This design comes from an exercise in tuning for small area on the open sky130 flow, not from production work.
The RTL was checked by simulation tests, not by an equivalence proof against the original design.
No activity file was given, so power comes from the tool's default toggle rates.

// pcs_8b_10b
module pcs_8b_10b(clk, reset, tx_rd_in, tx_char_val, tx_data_in, tx_data_out, rx_rd_in, rx_char_val, rx_data_in, rx_data_out);
  input clk;
  wire clk;
  input reset;
  wire reset;
  input tx_rd_in;
  wire tx_rd_in;
  input tx_char_val;
  wire tx_char_val;
  input [7:0] tx_data_in;
  wire [7:0] tx_data_in;
  output [9:0] tx_data_out;
  reg [9:0] tx_data_out;
  input rx_rd_in;
  wire rx_rd_in;
  output rx_char_val;
  reg rx_char_val;
  input [9:0] rx_data_in;
  wire [9:0] rx_data_in;
  output [7:0] rx_data_out;
  reg [7:0] rx_data_out;
  wire [7:0] n000;
  wire [1:0] n001;
  wire [9:0] n002;
  wire [8:0] n003;
  wire n004;
  wire n005;
  wire n006;
  wire n007;
  wire n008;
  wire n009;
  wire n010;
  wire n011;
  wire n012;
  wire n013;
  wire n014;
  wire n015;
  wire n016;
  wire n017;
  wire n018;
  wire n019;
  wire n020;
  wire n021;
  wire n022;
  wire n023;
  wire n024;
  wire n025;
  wire n026;
  wire n027;
  wire n028;
  wire n029;
  wire n030;
  wire n031;
  wire n032;
  wire n033;
  wire n034;
  wire n035;
  wire n036;
  wire n037;
  wire n038;
  wire n039;
  wire n040;
  wire n041;
  wire n042;
  wire n043;
  wire n044;
  wire n045;
  wire n046;
  wire n047;
  wire n048;
  wire n049;
  wire n050;
  wire n051;
  wire n052;
  wire n053;
  wire n054;
  wire n055;
  wire n056;
  wire n057;
  wire n058;
  wire n059;
  wire n060;
  wire n061;
  wire n062;
  wire n063;
  wire n064;
  wire n065;
  wire n066;
  wire n067;
  wire n068;
  wire n069;
  wire n070;
  wire n071;
  wire n072;
  wire n073;
  wire n074;
  wire n075;
  wire n076;
  wire n077;
  wire n078;
  wire n079;
  wire n080;
  wire n081;
  wire n082;
  wire n083;
  wire n084;
  wire n085;
  wire n086;
  wire n087;
  wire n088;
  wire n089;
  wire n090;
  wire n091;
  wire n092;
  wire n093;
  wire n094;
  wire n095;
  wire n096;
  wire n097;
  wire n098;
  wire n099;
  wire n100;
  wire n101;
  wire n102;
  wire n103;
  wire n104;
  wire n105;
  wire n106;
  wire n107;
  wire n108;
  wire n109;
  wire n110;
  wire n111;
  wire n112;
  wire n113;
  wire n114;
  wire n115;
  wire n116;
  wire n117;
  wire n118;
  wire n119;
  wire n120;
  wire n121;
  wire n122;
  wire n123;
  wire n124;
  wire n125;
  ...
Size: about 2000 sq um of cells after synthesis.
Settings: LEC_CHECK=0, CAP_MARGIN=20, CORE_MARGIN=2, CORE_UTILIZATION=40, SLEW_MARGIN=20; clock period 4.0 ns.
standard.sh (not shown) runs the stock make flow with config.mk's settings and CLKGATE_MAP_FILE= SYNTH_SCRIPT=/design/flow/synth_recipe.tcl, a recipe that flattens the netlist after the stock synthesis.
==> flow/flow/run.sh <==
#!/bin/bash
# Own layout flow: the standard layout, with two changes.
#  1. Synthesis is the standard script (synth_recipe.tcl) with the combinational
#     mapping step changed: no half/full-adder extraction and an area-only ABC
#     mapping (flow/area.abc). Registers are made by the same passes as in the
#     standard synthesis, so they keep their names and cell types.
#  2. Ports are buffered with sky130_fd_sc_hd__buf_1 instead of the default.
#  3. Clock tree synthesis arguments from flow/cts_args.txt when it exists.
# Each tool's output goes to a log file of its own in the work folder.
set -euo pipefail
WORK="$(cd "$(dirname "$0")/.." && pwd)"
cd "$WORK"

# synthesis script: the standard one with our mapping step
sed -e "s#@AREA_ABC@#$WORK/flow/area.abc#" flow/synth_pre.tcl > "$WORK/own_synth.tcl"
tail -n +2 synth_recipe.tcl >> "$WORK/own_synth.tcl"

# the standard make line, with our synthesis script
sed -e "s#SYNTH_SCRIPT=[^ ]*#SYNTH_SCRIPT=$WORK/own_synth.tcl#" standard.sh > own_standard.sh

bash own_standard.sh synth > "$WORK/log_synth.txt" 2>&1
if [[ -f flow/cts_args.txt ]]; then
  export CTS_ARGS="$(tr '\n' ' ' < flow/cts_args.txt)"
fi
BUFFER_PORTS_ARGS="-buffer_cell sky130_fd_sc_hd__buf_1" bash own_standard.sh > "$WORK/log_layout.txt" 2>&1
test -s out/final.def
==> flow/flow/area.abc <==
strash
&get -n
&dch -f
&nf -R 1000
&put
topo
==> flow/flow/cts_args.txt <==
-sink_clustering_enable -repair_clock_nets -dont_use_dummy_load
==> flow/flow/synth_pre.tcl <==
proc synth {args} { yosys synth -nofsm -noshare {*}$args }
# no half/full-adder extraction
proc extract_fa {args} { puts "extract_fa skipped" }
# area-only mapping script in place of the standard one
proc abc {args} {
  set out {}
  set skip 0
  foreach a $args {
    if { $skip } { set skip 0; continue }
    if { $a eq "-script" } { lappend out -script @AREA_ABC@; set skip 1; continue }
    if { $a eq "-D" } { set skip 1; continue }
    lappend out $a
  }
  yosys abc {*}$out
}
Change:
CORE_UTILIZATION = 60   (was 40)
GPL_TIMING_DRIVEN = 0   (was not set)
PLACE_DENSITY = 0.7   (was not set)
After rerunning:
- via count is higher by about 2%
- worst setup slack is worse by 250 ps
- register-to-register slack is worse by 60 ps
- wire length shrinks by about 7%
- combinational power is lower by about 2%
- synthesized cell count stays the same
- final area went down by 3.7%
- total power decreases by about 7%
Change:
==> flow/flow/cts_args.txt (replaced) <==
-sink_clustering_enable -repair_clock_nets -dont_use_dummy_load -buf_list sky130_fd_sc_hd__clkbuf_16 -root_buf sky130_fd_sc_hd__clkbuf_16 -sink_clustering_size 50 -sink_clustering_max_diameter 500
After rerunning: Power is higher by about a fifth; design area went up by a few percent; routed wire length grows by a few percent; count of clock-buffer cells in the layout is unchanged; register-to-register slack improved by 20 ps; die area stays the same; clock skew fell by 16 ps.
Change:
==> flow/flow/cts_args.txt (replaced) <==
-sink_clustering_enable -repair_clock_nets -dont_use_dummy_load -buf_list sky130_fd_sc_hd__clkbuf_8 -root_buf sky130_fd_sc_hd__clkbuf_8 -sink_clustering_size 25 -sink_clustering_max_diameter 100
CORE_UTILIZATION = 40   (was 60)
GPL_TIMING_DRIVEN = not set   (was 0)
PLACE_DENSITY = not set   (was 0.7)
Outcome:
- non-clock buffer count increases by 6
- sequential share of layout area increases by 0.12 points
- die area increases by 46%
- total power decreases by 9.8%
- via count decreases by 3.1%
- flip-flop and latch count does not change
- setup slack gains 190 ps
- routed wire length increases by 4.8%

## afterwards: timing with drivers on the ports
The flow's constraints put no driver on any port. The routed layouts listed below were extracted and timed again, unchanged, in two steps. Step 1: set_driving_cell puts a clkbuf_16 on clk and a buf_2 on each other input, an assumption about the parent block. Step 2 times the ports against the registers' clock, not the clock port: input delays grow and output delays shrink by t, the midpoint of the rising clock arrivals with the driver on. Three values: ideal ports, drivers, drivers and shift; two values: the first two.
run	shift t [ns]	setup slack, ns	worst setup path after step 2	slew at the worst register clock pin (ns)	pins driven straight from the clock port
the first run	0.314	0.555 / 0.556 / 0.242	input to register	0.08 / 0.08	1
the second run	0.348	0.307 / 0.310 / -0.038	input to register	0.12 / 0.12	1
the third run	0.303	0.361 / 0.375 / 0.072	input to register	0.06 / 0.06	1
the fourth run	0.314	0.555 / 0.556 / 0.242	input to register	0.08 / 0.08	1
Met with ideal ports but missed after step 2: setup timing in the second run. The setup slack of the second run, which loses most, moves by +0.003 ns with the drivers and by -0.345 ns with both steps.
